This is an optimization exercise on Yosys and OpenROAD, whose aim is small area, a short achievable clock period and few clock cycles, not a production implementation. RTL that was checked went through simulation tests only; none was proved equivalent to the original. For run 1, only the layout was checked, not whether the RTL still works.

==> flow/design.v (outline; a module is shown in full before it is edited, if it fits) <==
// module mult: 2001 lines
// module mult_fa: 4 lines
// module mult_ha: 4 lines
module mult #(parameter XLEN = 32, parameter NUM_STAGE = 4)
(
    input clock, reset,
    input start,
    input [1:0] sign,
    input [XLEN-1:0] mcand, mplier,
    output [(2*XLEN)-1:0] product,
    output logic done
);
  // ...
==> flow/run.sh <==
#!/bin/bash
# synth_recipe.tcl (not shown) runs the flow's synth.tcl, then flattens the netlist and writes it again
# the make line also repeats each setting of config.mk as NAME=value (left out here)
make -C /OpenROAD-flow-scripts/flow DESIGN_CONFIG=/design/flow/config.mk WORK_HOME=/design/flow/orfs CLKGATE_MAP_FILE= SYNTH_SCRIPT=/design/flow/synth_recipe.tcl finish
==> flow/config.mk <==
export PLATFORM = sky130hd
export DESIGN_NAME = mult
export DESIGN_NICKNAME = mult
export VERILOG_FILES = /design/flow/design.v
export SDC_FILE = /design/flow/constraint.sdc
export NUM_CORES = 4
export LEC_CHECK = 0
export ABC_AREA = 1
export CAP_MARGIN = 20
export CORE_MARGIN = 2
export CORE_UTILIZATION = 40
export PLACE_DENSITY = 0.6
export SLEW_MARGIN = 20
export SYNTH_HIERARCHICAL = 1
==> flow/constraint.sdc <==
create_clock -name core_clock -period 10.0 [get_ports {clock}]
set_input_delay 2.0000 -clock core_clock [delete_from_list [all_inputs] [get_ports {clock}]]
set_output_delay 2.0000 -clock core_clock [all_outputs]
set_load 0.01 [all_outputs]
==> results by group, run 1 <==
Outcome
  • Status: timing/DRC/antenna clean

Final layout
  • FILL cells: 7812
  • Largest cell class: multi-input combinational cells
  • Fin cells: roughly 4800
  • Flip-flop count of the largest register after layout: 242
  • Final clock-cell share: 3.620%
  • Layout net count: 4364
  • ANT cells: 1
  • Layout area overhead: 10.90%
  • Inverters: 409

Logic synthesis
  • Synth Area in Adders: approximately a third
  • Async SR Flop Fraction: 0%
  • Most frequent cell after synthesis: nand2_1
  • Syn avg cell area: 8.851 um2
  • Ranking of synthesized cells by area: fa_1, dfxtp_1, xor2_1, o22ai_1, nand2_1

Worst setup path
  • Top cell by count, worst path: nand2_1
  • CP startpoint: t4[27]
  • CP Cell Sequence: fa_1, fa_1, ha_1, nand2_1, nor2_1, nand3_1, nand2_1, nand2_1, nand2_1, nand2_1, nand2_1, nand2_1, nand2_1, clkdlybuf4s50_1
  • Arr. time, crit path: 4.24 ns

Routing
  • Met2 routed WL: 51.98 mm
  • DRT iter0 DRCs: 3200
  • DRC Markers: 0

Timing
  • Fin worst setup slack: 3.757 ns
  • Max Slew Vio Count: 0
  • RSZ-0062 raised after global routing: no
  • Worst Clk Skew: between 0.02 and 0.025 ns

Global routing
  • M3 GR Usage: 8.642%
  • Vias in the first global route: 27822
  • Met2 usage: 42.47%
  • First-pass GRT wire length: 178.7 mm
  • Largest net degree at the start of global routing: 36
  • Total track usage: 28.27%

CTS
  • # resized after CTS: 0
  • CTS Sinks: 327
  • Clk buf depth: 3

Placement
  • Port Buffers: 133

Die
  • Die Wd: 290.3 um
  • Core area: 80810 um2
==> run 2, diff against run 1 <==
--- a/flow/design.v
+++ b/flow/design.v
@@ -1690,17 +1690,18 @@
     wire s61_478, c61_478;
     mult_fa u478 (.a(t4[237]), .b(c60_419), .c(s61_420), .s(s61_478), .co(c61_478));
     wire s62_479, c62_479;
     mult_fa u479 (.a(1'b1), .b(c61_420), .c(hs62_43), .s(s62_479), .co(c62_479));
     wire s63_480, c63_480;
     mult_fa u480 (.a(t4[240]), .b(t4[241]), .c(hc62_43), .s(s63_480), .co(c63_480));
     wire [63:0] row0 = {c62_479, c61_478, c60_477, c59_476, c58_475, c57_474, c56_473, c55_472, c54_471, c53_470, c52_469, c51_468, c50_467, c49_466, c48_465, c47_464, c46_463, c45_462, c44_461, c43_460, c42_459, c41_458, c40_457, c39_456, c38_455, c37_454, c36_453, c35_452, c34_451, c33_450, c32_449, c31_448, c30_447, c29_446, c28_445, c27_444, c26_443, c25_442, c24_441, c23_440, c22_439, c21_438, c20_437, c19_436, c18_435, c17_434, c16_433, c15_432, c14_431, c13_430, c12_429, c11_428, c10_427, c9_426, c8_425, c7_424, c6_423, c5_422, c4_421, hc3_45, hc2_44, t4[5], t4[2], t4[0]};
     wire [63:0] row1 = {s63_480, s62_479, s61_478, s60_477, s59_476, s58_475, s57_474, s56_473, s55_472, s54_471, s53_470, s52_469, s51_468, s50_467, s49_466, s48_465, s47_464, s46_463, s45_462, s44_461, s43_460, s42_459, s41_458, s40_457, s39_456, s38_455, s37_454, s36_453, s35_452, s34_451, s33_450, s32_449, s31_448, s30_447, s29_446, s28_445, s27_444, s26_443, s25_442, s24_441, s23_440, s22_439, s21_438, s20_437, s19_436, s18_435, s17_434, s16_433, s15_432, s14_431, s13_430, s12_429, s11_428, s10_427, s9_426, s8_425, s7_424, s6_423, s5_422, s4_421, hs3_45, hs2_44, 1'b0, t4[1]};
-    assign product = row0 + row1;
+    logic [63:0] p;
+    assign product = p;
     always_ff @(posedge clock) begin
         ar <= a;
         one[0] <= one0_d;
         two[0] <= two0_d;
         neg[0] <= neg0_d;
         one[1] <= one1_d;
         two[1] <= two1_d;
         neg[1] <= neg1_d;
@@ -1986,23 +1987,24 @@
         t4[234] <= pp14_33;
         t4[235] <= pp15_31;
         t4[236] <= pp16_29;
         t4[237] <= hc60_40;
         t4[238] <= pp15_32;
         t4[239] <= pp16_30;
         t4[240] <= pp15_33;
         t4[241] <= pp16_31;
+        p <= row0 + row1;
     end
-    logic [1:0] vld;
+    logic [2:0] vld;
     always_ff @(posedge clock) begin
         if (reset) vld <= '0;
-        else vld <= {vld[0:0], start};
+        else vld <= {vld[1:0], start};
     end
-    assign done = vld[1];
+    assign done = vld[2];
 endmodule
 module mult_fa (input a, b, c, output s, co);
     assign s = a ^ b ^ c;
     assign co = (a & b) | (a & c) | (b & c);
 endmodule
 module mult_ha (input a, b, output s, co);
     assign s = a ^ b;
     assign co = a & b;
==> results by group, run 2 <==
Placement
  • Port Buffers: 133 (unchanged)
  • HPWL Detailed: 82.67 mm (was 82.24 mm)
  • Routability cong.: 0.9286 (was 0.9226)

Final layout
  • Layout area overhead: 11.77% (was 10.90%)
  • Layout cells sized above 1: 5.967% (was 5.597%)
  • Commonest cells after routing, fill and taps aside: nand2_1, xor2_1, o22ai_1 (unchanged)
  • Most common cell after layout, fill and taps aside: nand2_1 (unchanged)
  • Storage cell area: 7868 um2 (was 6566 um2)
  • FILL cells: 8290 (was 7812)
  • Area of the multi-input gates: 23730 um2 (was 23700 um2)
  • Layout net count: 4445 (was 4364)
  • Largest Register: t4 (unchanged)
  • Largest registers: t4 (242), p (64), ar (33) (was t4 (242), ar (33))
  • Flip-flop count of the largest register after layout: 242 (unchanged)

Routing
  • Remaining antenna violation count: 0 (unchanged)
  • DRT iter0 DRCs: 3009 (was 3200)
  • Drt pass-1 iters: 5 (was 6)
  • Top routing layer used: met4 (was met5)
  • Vias per cell: 5.519 (was 5.682)
  • WL final: 118.9 mm (was 121.3 mm)
  • Met1 wire length: 47.03 mm (was 47.56 mm)
  • DRC Markers: 0 (unchanged)
  • Routed wire per std cell: 23.95 um (was 25.30 um)
  • Total number of vias: 27405 (was 27244)
  • Met2 routed WL: 51.85 mm (was 51.98 mm)
  • WL met3: 13.43 mm (was 15.16 mm)

Worst setup path
  • R2R depth: 8 (was 7)
  • Crit-path max cell delay: 0.65 ns (was 0.57 ns)
  • Arr. time, crit path: 4.27 ns (was 4.24 ns)
  • Critical path buffers and inverters: 2 (was 1)
  • Peak fanout along the critical path: 17 (was 4)
  • Required time worst endpoint: 10.50 ns (was 8.00 ns)
  • Critical path class: register to register (was register to primary output)
  • Top cell by count, worst path: fa_1 (was nand2_1)
  • Crit-path leading delay family: adder cells (was simple AND/OR/NAND/NOR gates)
  • CP Launch Type: register (unchanged)
  • CP Cell Sequence: buf_4, inv_1, o22ai_1, xor2_1, fa_1, fa_1, fa_1, fa_1 (was fa_1, fa_1, ha_1, nand2_1, nor2_1, nand3_1, nand2_1, nand2_1, nand2_1, nand2_1, nand2_1, nand2_1, nand2_1, clkdlybuf4s50_1)
  • Setup crit end kind: register (was primary output)
  • Critical Path Stages: 8 (was 14)
  • Worst path slowest cell: inv_1 (was clkdlybuf4s50_1)

Global routing
  • Total track usage: 27.16% (was 28.27%)
  • GR Overflow Total: 0 (unchanged)
  • Vias in the first global route: 27772 (was 27822)
  • Largest net degree at the start of global routing: 36 (unchanged)
  • Initial antenna violation count: 0 (was 7)
  • First-pass GRT wire length: 177.1 mm (was 178.7 mm)

Job
  • Maxcap violations: 0 (unchanged)

Logic synthesis
  • Post-synth top cells: nand2_1, xor2_1, o22ai_1, fa_1, inv_1 (unchanged)
  • Sequential-to-total area share from yosys stat: 23.00% (was 19.97%)
  • Syn avg cell area: 9.052 um2 (was 8.851 um2)
  • Yosys top cell by area: fa_1 (unchanged)
  • Synth Register Bits: 392 (was 327)
  • Synthesized area: 34120 um2 (was 32780 um2)
  • Most frequent cell after synthesis: nand2_1 (unchanged)
  • Post-Synthesis Cells: 3769 (was 3704)
  • Count of cell types in the netlist: 31 (was 30)
  • Post-synth EDFFs: 0 (unchanged)
  • Share of the synthesized area in the top cell type: 28.22% (was 29.37%)
  • Ranking of synthesized cells by area: fa_1, dfxtp_1, xor2_1, o22ai_1, nand2_1 (unchanged)
  • Dominant synthesized flop cell: dfxtp_1 (unchanged)
  • Async SR Flop Fraction: 0% (unchanged)
  • Warnings, synthesis: 7 (unchanged)

Die
  • Core area: 84880 um2 (was 80810 um2)
  • Starting Density: 40.19% (was 40.57%)
  • Rows: 107 (was 104)
  • Io pins: 134 (unchanged)
  • Die height: 296.0 um (was 290.3 um)
  • Die Wd: 296.0 um (was 290.3 um)
  • Area of the die: 87640 um2 (was 84270 um2)

Timing
  • Max Slew Vio Count: 0 (unchanged)
  • RSZ-0062 raised after global routing: no (unchanged)
  • Crit share post-route: 37.73% (was 62.43%)
  • Worst Clk Skew: 0.03665 ns (was 0.02242 ns)
  • Final hold violation count: 0 (unchanged)
  • Slew margin rel.: 44.23% (was 31.61%)
  • F_max: 265.0 MHz (was 160.2 MHz)
  • Clock period minus worst slack: 3.773 ns (was 6.243 ns)
  • Slew @ Worst Pin: 0.8357 ns (was 1.025 ns)
  • Hold_ws: 0.3999 ns (was 0.4063 ns)
  • Setup_tns: 0 ns (unchanged)
  • Final setup violation count: 0 (unchanged)

CTS
  • Clk buf depth: 3 (unchanged)
  • Root Buffer Master: clkbuf_16 (unchanged)
  • Clock transition at path regs: 0.06 ns (about the same)
  • Clock latency (worst-skew pair): 0.62 ns (was 0.58 ns)
  • CTS tree: yes (unchanged)
  • CTS Sinks: 392 (was 327)
  • # resized after CTS: 0 (unchanged)
  • CTS Hold Bufs: 0 (unchanged)
  • Num CTS Buffers: 48 (was 38)
  • Postcts setup bufs: 0 (unchanged)
  • # H-tree levels: 2 (unchanged)

Worst hold path
  • Hold Path Stages: 2 (unchanged)
  • Worst hold path class: register to register (unchanged)

Outcome
  • Status: timing/DRC/antenna clean (unchanged)
==> run 2: cell count changes in the layout (fill, tap and decap cells not counted), moves of 3 or more <==
cell | before | now
clkbuf_1 | 3 | 7
buf_4 | 77 | 83
nor2_1 | 138 | 135
clkinv_1 | 17 | 2
a21oi_1 | 46 | 43
nand2_2 | 10 | 15
inv_1 | 380 | 405
clkbuf_16 | 39 | 48
inv_2 | 12 | 3
clkinvlp_4 | 1 | 6
dfxtp_1 | 311 | 376
nand2_1 | 678 | 673
==> run 2: final timing paths <==
kind,startpoint,end,slack (ns)
worst min register to register,vld[1],vld[2],0.40
worst max-delay path,ar[32],t4[130],6.23
worst min-delay path,vld[1],vld[2],0.40
worst max register to register,ar[32],t4[130],6.23
==> run 2: area by class of cell <==
class / count / area share [%]
Antenna cell: 1 / 0.006563
Multi-Input combinational cell: 2718 / 62.23
Sequential cell: 392 / 20.63
Tap cell: 1144 / 3.754
Clock inverter: 22 / 0.7055
Timing Repair Buffer: 216 / 5.125
Clock buffer: 63 / 3.508
Inverter: 410 / 4.036
==> run 2: metal layers <==
metal	track usage, %	vias up
li1	-	12084
met1	35.07	13296
met2	41.70	1648
met3	7.809	377
met4	13.33	0
met5	0	-
==> run 2: per-module statistics from Yosys (local to each module, per instance) <==
module,copies in the design,cells inside
mult,1,3242
mult_fa,481,1
mult_ha,46,1
==> run 2: worst min-delay path, cell delays in order, from the launching register on <==
cell	delay (ns)
dfxtp_1	0.29
inv_1	0.04
nor2_1	0.03
==> run 2: metrics by stage <==
step	util [%]	setup slack [ns]	cell area, um2	cells
floorplan	-	6.907	34170	3784
global route	44.92	6.120	38130	4965
CTS	44.92	6.305	38130	4965
detailed placement	43.03	6.324	36520	4880
global placement	43.03	6.187	36520	4880
finish	44.92	6.227	38130	4966
==> run 2: kinds of logic (layout without fill, tap and decap cells) <==
logic type | Yosys count | count (layout) | synth area share (%)
multiplexers | 14 | 14 | 0.4621
adder cells (fa/ha/maj) | 590 | 590 | 32.22
AO/OA/AOI/OAI | 579 | 579 | 10.42
other | 1 | 17 | 0.01099
buffers and inverters | 674 | 711 | 7.606
AND/OR/NAND/NOR | 911 | 911 | 10.67
flip-flops | 392 | 392 | 23.00
XOR/XNOR | 608 | 608 | 15.61
Testbench counts of run 2, summed over its fixed seeds: cycles 7,056.
==> run 3, diff against run 2 <==
==> flow/flow/run.sh (new file) <==
#!/bin/bash
set -euo pipefail
bash standard.sh SETUP_SLACK_MARGIN=6.6 "BUFFER_PORTS_ARGS=-buffer_cell sky130_fd_sc_hd__buf_2" finish > flow_make.log 2>&1
==> flow/standard.sh (new file) <==
#!/bin/bash
# synth_recipe.tcl (not shown) runs the flow's synth.tcl, then flattens the netlist and writes it again
# the make line also repeats each setting of config.mk as NAME=value (left out here)
make -C /OpenROAD-flow-scripts/flow DESIGN_CONFIG=/design/flow/config.mk WORK_HOME=/design/flow/orfs CLKGATE_MAP_FILE= SYNTH_SCRIPT=/design/flow/synth_recipe.tcl "${@:-finish}"
removed: flow/run.sh
==> results by group, run 3 <==
Outcome
  • Status: timing/DRC/antenna clean (unchanged)

Routing
  • Vias per cell: 5.554 (was 5.519)
  • Total number of vias: 27729 (was 27405)
  • Remaining antenna violation count: 0 (unchanged)
  • DRT iter0 DRCs: 3217 (was 3009)
  • WL final: 120.9 mm (was 118.9 mm)
  • Drt pass-1 iters: 8 (was 5)
  • DRC Markers: 0 (unchanged)
  • Routed wire per std cell: 24.22 um (was 23.95 um)

Placement
  • Routability cong.: 0.9614 (was 0.9286)
  • Port Buffers: 133 (unchanged)
  • HPWL Detailed: 83.33 mm (was 82.67 mm)
  • Post-Place Cells: 4879 (was 4880)

Worst setup path
  • CP Launch Type: register (unchanged)
  • Critical path class: register to register (unchanged)
  • Arr. time, crit path: 3.85 ns (was 4.27 ns)
  • Setup crit end kind: register (unchanged)
  • Peak fanout along the critical path: 17 (unchanged)
  • Required time worst endpoint: 10.48 ns (was 10.50 ns)

Job
  • Maxcap violations: 0 (unchanged)

CTS
  • # H-tree levels: 2 (unchanged)
  • CTS tree: yes (unchanged)
  • Num CTS Buffers: 49 (was 48)
  • Clock latency (worst-skew pair): 0.63 ns (was 0.62 ns)
  • Root Buffer Master: clkbuf_16 (unchanged)
  • CTS Hold Bufs: 0 (unchanged)
  • Clk buf depth: 3 (unchanged)
  • Clock transition at path regs: 0.06 ns (about the same)
  • CTS Sinks: 392 (unchanged)

Logic synthesis
  • Mux contribution to synthesized area: 0.4621% (unchanged)
  • Synth Area in Adders: 32.22% (unchanged)
  • Sequential-to-total area share from yosys stat: 23.00% (unchanged)
  • Syn avg cell area: 9.052 um2 (unchanged)
  • Post-synth top cells: nand2_1, xor2_1, o22ai_1, fa_1, inv_1 (unchanged)
  • Async SR Flop Fraction: 0% (unchanged)
  • Synth Area in Compound Gates: 10.42% (unchanged)
  • Main combinational cell family by area after synthesis: adder cells (unchanged)
  • Ranking of synthesized cells by area: fa_1, dfxtp_1, xor2_1, o22ai_1, nand2_1 (unchanged)
  • Synth Area in Simple Gates: 10.67% (unchanged)
  • Count of cell types in the netlist: 31 (unchanged)
  • Post-Synthesis Cells: 3769 (unchanged)
  • Synth Register Bits: 392 (unchanged)
  • Yosys top cell by area: fa_1 (unchanged)
  • Dominant synthesized flop cell: dfxtp_1 (unchanged)
  • Warnings, synthesis: 7 (unchanged)
  • Post-synth EDFFs: 0 (unchanged)
  • Most frequent cell after synthesis: nand2_1 (unchanged)
  • Share of the synthesized area in the top cell type: 28.22% (unchanged)
  • Synthesized area: 34120 um2 (unchanged)
  • Xor-xnor portion of the synthesized cell area: 15.61% (unchanged)

Global routing
  • GR Overflow Total: 0 (unchanged)
  • Initial antenna violation count: 1 (was 0)
  • Vias in the first global route: 28189 (was 27772)
  • First-pass GRT wire length: 178.6 mm (was 177.1 mm)
  • Largest net degree at the start of global routing: 36 (unchanged)
  • Total track usage: 27.47% (was 27.16%)

Timing
  • Final setup violation count: 0 (unchanged)
  • Final hold violation count: 0 (unchanged)
  • RSZ-0062 raised after global routing: yes (was no)
  • Worst Clk Skew: 0.03101 ns (was 0.03665 ns)
  • Max Slew Vio Count: 0 (unchanged)
  • Slew @ Worst Pin: 1.114 ns (was 0.8357 ns)
  • F_max: 296.6 MHz (was 265.0 MHz)
  • Slew margin rel.: 24.94% (was 44.23%)
  • Clock period minus worst slack: 3.371 ns (was 3.773 ns)
  • Crit share post-route: 33.71% (was 37.73%)
  • Setup_tns: 0 ns (unchanged)

Die
  • Die Wd: 296.0 um (unchanged)
  • Die height: 296.0 um (unchanged)
  • Io pins: 134 (unchanged)
  • Rows: 107 (unchanged)
  • Starting Density: 40.19% (unchanged)
  • Core area: 84880 um2 (unchanged)
  • Area of the die: 87640 um2 (unchanged)

Final layout
  • Layout net count: 4468 (was 4445)
  • Largest registers: t4 (242), p (64), ar (33) (unchanged)
  • Commonest cells after routing, fill and taps aside: nand2_1, xor2_1, o22ai_1 (unchanged)
  • Flip-flop count of the largest register after layout: 242 (unchanged)
  • Layout cells sized above 1: 10.73% (was 5.967%)
  • Fin cells: 4993 (was 4966)
  • Layout area overhead: 11.47% (was 11.77%)
  • Most common cell after layout, fill and taps aside: nand2_1 (unchanged)
  • ANT cells: 0 (was 1)
  • Largest Register: t4 (unchanged)

Worst hold path
  • Worst hold path class: register to register (unchanged)
-- run 3: cell count changes in the layout (fill, tap and decap cells not counted), sizes merged --
cell	change
clkbuf	-2
clkdlybuf4s50	-133
buf	+152
bufinv	+3
clkinv	+4
diode	-1
inv	-5
clkinvlp	+9
-- run 3: worst paths after layout --
check / start / end / slack [ns] / depth (start not counted)
worst max-delay path: one[15] / t4[142] / 6.63 / 7
worst max register to register: one[15] / t4[142] / 6.63 / 7
worst min-delay path: vld[1] / vld[2] / 0.40 / 2
worst min register to register: vld[1] / vld[2] / 0.40 / 2
-- run 3: stage by stage --
stage | setup slack [ns] | area [um2] | hold slack [ns] | utilization, %
after floorplan | 6.907 | 34170 | 0.3290 | -
after global placement | 6.334 | 35850 | 0.3925 | 42.24
after detailed placement | 6.249 | 35850 | 0.3976 | 42.24
after CTS | 6.568 | 37760 | 0.4065 | 44.49
after global routing | 6.590 | 38030 | 0.4231 | 44.80
final | 6.629 | 38030 | 0.4050 | 44.80
-- run 3: cell type report --
type | instances | area, um2
Multi-Input combinational cell | 2718 | 23770
Timing Repair inverter | 3 | 20.02
Sequential cell | 392 | 7875
Clock inverter | 30 | 420.4
Clock buffer | 61 | 1383
Fill cell | 8333 | 46850
Tap cell | 1144 | 1431
Timing Repair Buffer | 235 | 1562
Inverter | 410 | 1569
-- run 3: timing repair --
item | 4_1_cts | 5_1_grt
gates resized for setup | 5 | 48
cloned | 2 | 1
endpoints found under the hold margin | 0 | 0
setup endpoints to repair | 35 | 42
buffers inserted | 9 | 11
pin swaps | 0 | 2
-- run 3: cells by family (layout without fill, tap and decap cells) --
group	count (synthesis)	count (layout)
AOI/OAI and AO/OA	579	579
xor gates and xnor gates	608	608
adders and majority gates	590	590
buffers and inverters	674	739
DFF	392	392
muxes	14	14
other	1	16
and+or+nand+nor	911	911
-- run 3: worst max-delay path: stages (launching register included) --
cell     delay (ns)
dfxtp_1        0.36
inv_1          0.50
buf_4          0.42
o22ai_1        0.16
xor2_1         0.19
fa_1           0.57
fa_1           0.58
fa_1           0.42
-- run 3: modules after synthesis (local to each module, per instance) --
module | cells | flip-flops and latches | area (um2) | copies in the design
mult | 3242 | 392 | 23910 | 1
mult_fa | 1 | 0 | 20.02 | 481
mult_ha | 1 | 0 | 12.51 | 46
-- run 3: routing by layer --
metal / GRT usage [%] / share of wire (%) / vias up
li1: - / - / 12151
met1: 34.96 / 39 / 13447
met2: 42.20 / 44 / 1735
met3: 8.049 / 11 / 394
met4: 14.50 / 5.8 / 2
met5: 0 / 0.011 / -
==> run 4, diff against run 3 <==
==> flow/flow/run.sh (replaced) <==
#!/bin/bash
set -euo pipefail
bash standard.sh SETUP_SLACK_MARGIN=6.6 finish > flow_make.log 2>&1
==> results by group, run 4 <==
Final layout
  • Commonest cells after routing, fill and taps aside: nand2_1, xor2_1, o22ai_1 (unchanged)
  • Flip-flop count of the largest register after layout: 242 (unchanged)
  • Area of the multi-input gates: 23770 um2 (about the same)
  • Layout net count: 4455 (was 4468)
  • FILL cells: 8335 (was 8333)
  • Most common cell after layout, fill and taps aside: nand2_1 (unchanged)
  • Design Area, Final: 38260 um2 (was 38030 um2)
  • Storage cell area: 7868 um2 (was 7875 um2)
  • Largest registers: t4 (242), p (64), ar (33) (unchanged)
  • Layout cells sized above 1: 6.447% (was 10.73%)
  • Layout area overhead: 12.15% (was 11.47%)
  • Largest Register: t4 (unchanged)

Timing
  • F_max: 295.3 MHz (was 296.6 MHz)
  • Crit share post-route: 33.86% (was 33.71%)
  • Slew @ Worst Pin: 0.7763 ns (was 1.114 ns)
  • Final setup violation count: 0 (unchanged)
  • Final hold violation count: 0 (unchanged)
  • Setup_tns: 0 ns (unchanged)
  • Clock period minus worst slack: 3.386 ns (was 3.371 ns)
  • Worst Clk Skew: 0.03656 ns (was 0.03101 ns)
  • Slew margin rel.: 47.70% (was 24.94%)
  • RSZ-0062 raised after global routing: no (was yes)
  • Max Slew Vio Count: 0 (unchanged)
  • Fin worst setup slack: 6.614 ns (was 6.629 ns)

Placement
  • Placed Area: 36520 um2 (was 35850 um2)
  • Routability cong.: 0.9286 (was 0.9614)
  • DP Worst Slack: 6.324 ns (was 6.249 ns)
  • Port Buffers: 133 (unchanged)
  • HPWL Detailed: 82.67 mm (was 83.33 mm)

Die
  • Starting Density: 40.19% (unchanged)
  • Core area: 84880 um2 (unchanged)
  • Die height: 296.0 um (unchanged)
  • Io pins: 134 (unchanged)
  • Area of the die: 87640 um2 (unchanged)
  • Rows: 107 (unchanged)
  • Die Wd: 296.0 um (unchanged)

Worst setup path
  • Reg2Reg Setup Slack: 6.61 ns (was 6.63 ns)
  • Peak fanout along the critical path: 18 (was 17)
  • Worst path slowest cell: fa_1 (unchanged)
  • Top cell by count, worst path: fa_1 (unchanged)
  • CP Launch Type: register (unchanged)
  • Required time worst endpoint: 10.48 ns (about the same)
  • Crit-path max cell delay: 0.53 ns (was 0.58 ns)
  • Critical path buffers and inverters: 2 (unchanged)
  • Setup crit end kind: register (unchanged)
  • CP Cell Sequence: clkinvlp_4, buf_4, o22ai_1, xor2_1, fa_1, fa_1, fa_1 (was inv_1, buf_4, o22ai_1, xor2_1, fa_1, fa_1, fa_1)
  • Crit-path leading delay family: adder cells (unchanged)
  • Arr. time, crit path: 3.87 ns (was 3.85 ns)
  • Critical path class: register to register (unchanged)

Routing
  • WL final: 119.2 mm (was 120.9 mm)
  • Drt pass-1 iters: 6 (was 8)
  • Remaining antenna violation count: 0 (unchanged)
  • DRT iter0 DRCs: 3002 (was 3217)
  • Routed wire per std cell: 23.96 um (was 24.22 um)
  • Vias per cell: 5.526 (was 5.554)
  • DRC Markers: 0 (unchanged)
  • Total number of vias: 27499 (was 27729)

Global routing
  • Largest net degree at the start of global routing: 36 (unchanged)
  • First-pass GRT wire length: 177.1 mm (was 178.6 mm)
  • Total track usage: 27.16% (was 27.47%)
  • GR Overflow Total: 0 (unchanged)
  • Initial antenna violation count: 0 (was 1)
  • Vias in the first global route: 27831 (was 28189)

Logic synthesis
  • Sequential-to-total area share from yosys stat: 23.00% (unchanged)
  • Post-synth top cells: nand2_1, xor2_1, o22ai_1, fa_1, inv_1 (unchanged)
  • Ranking of synthesized cells by area: fa_1, dfxtp_1, xor2_1, o22ai_1, nand2_1 (unchanged)
  • Post-synth EDFFs: 0 (unchanged)
  • Most frequent cell after synthesis: nand2_1 (unchanged)
  • Count of cell types in the netlist: 31 (unchanged)
  • Post-Synthesis Cells: 3769 (unchanged)
  • Async SR Flop Fraction: 0% (unchanged)
  • Syn avg cell area: 9.052 um2 (unchanged)
  • Share of the synthesized area in the top cell type: 28.22% (unchanged)
  • Synth Register Bits: 392 (unchanged)
  • Dominant synthesized flop cell: dfxtp_1 (unchanged)
  • Warnings, synthesis: 7 (unchanged)
  • Synthesized area: 34120 um2 (unchanged)
  • Yosys top cell by area: fa_1 (unchanged)

CTS
  • Root Buffer Master: clkbuf_16 (unchanged)
  • Num CTS Buffers: 48 (was 49)
  • CTS Sinks: 392 (unchanged)
  • Clk buf depth: 3 (unchanged)
  • Clock transition at path regs: 0.06 ns (about the same)
  • Clock latency (worst-skew pair): 0.62 ns (was 0.63 ns)
  • # H-tree levels: 2 (unchanged)
  • CTS tree: yes (unchanged)
  • CTS Hold Bufs: 0 (unchanged)

Worst hold path
  • Worst hold path class: register to register (unchanged)

Job
  • Maxcap violations: 0 (unchanged)

Outcome
  • Status: timing/DRC/antenna clean (unchanged)
run 4: worst paths after layout:
| check | startpoint | end | cells past startpoint |
|---|---|---|---|
| worst max-delay path | one[14] | t4[110] | 7 |
| worst min register to register | vld[1] | vld[2] | 2 |
| worst max register to register | one[14] | t4[110] | 7 |
| worst min-delay path | vld[1] | vld[2] | 2 |
run 4: worst register-to-register path, cell delays in order (launching register included):
cell and delay (ns):
dfxtp_1 0.46, clkinvlp_4 0.40, buf_4 0.37, o22ai_1 0.25
xor2_1 0.36, fa_1 0.48, fa_1 0.53, fa_1 0.41
run 4: layout make-up:
cell class / instances / area share, %
Sequential cell: 392 / 20.56
Inverter: 410 / 4.068
Multi-Input combinational cell: 2718 / 62.13
Clock inverter: 22 / 0.7031
Tap cell: 1144 / 3.741
Clock buffer: 63 / 3.496
Timing Repair Buffer: 226 / 5.294
Antenna cell: 1 / 0.006540
run 4: logic make-up (layout without fill, tap and decap cells):
| group | Yosys count | count (layout) | synth area share [%] |
|---|---|---|---|
| muxes | 14 | 14 | 0.4621 |
| buffers and inverters | 674 | 721 | 7.606 |
| xor gates and xnor gates | 608 | 608 | 15.61 |
| AOI/OAI and AO/OA | 579 | 579 | 10.42 |
| other | 1 | 17 | 0.01099 |
| adders and majority gates | 590 | 590 | 32.22 |
| DFF | 392 | 392 | 23.00 |
| and+or+nand+nor | 911 | 911 | 10.67 |
run 4: through the flow:
step	instances	utilization (%)	hold slack, ns
3_3_place_gp	4880	43.03	0.3932
4_1_cts	4968	44.87	0.4014
6_report	4976	45.08	0.3999
2_1_floorplan	3784	-	0.3290
3_5_place_dp	4880	43.03	0.3931
5_1_grt	4975	45.07	0.4258
run 4: repair_timing:
action,CTS,global route
gates resized for setup,68,26
setup endpoints to repair,109,28
pin swaps,0,3
buffers inserted,3,7
run 4: modules after synthesis, one instance, submodules excluded:
module | flops+latches | cell area (um2) | cells inside | times used
mult | 392 | 23910 | 3242 | 1
mult_ha | 0 | 12.51 | 1 | 46
mult_fa | 0 | 20.02 | 1 | 481
run 4: layer usage:
layer  vias up  share of wire, %  global-route usage (%)
li1      12102                 -                       -
met1     13299                39                   34.95
met2      1730                43                   41.82
met3       368                12                   7.982
met4         0               5.5                   13.07
met5         -                 0                       0

-- port drivers added, routing unchanged --
In the flow no input, the clock included, has a driving cell. The finished layouts below were timed again as built, in two steps. Step 1, drivers: a clkbuf_16 drives clock and a buf_2 each remaining input, both assumed. Step 2 moves the port delays by t, midway between the first and last clock arrival at a register: inputs arrive t later, outputs are due t later. That takes back most of the time a late clock gives input paths. a / b / c = ideal ports / drivers / drivers and shift; a / b = the first two.
run | t (ns) | setup slack, ns | hold WS [ns]
run 1 | 0.631 | 3.757 / 3.694 / 4.325 | 0.406 / 0.406 / 0.406
run 2 | 0.672 | 6.227 / 6.227 / 6.227 | 0.400 / 0.400 / 0.400
run 3 | 0.681 | 6.629 / 6.629 / 6.629 | 0.405 / 0.405 / 0.405
run 4 | 0.669 | 6.614 / 6.614 / 6.614 | 0.400 / 0.400 / 0.400
After both steps setup and hold are still met in every run listed.
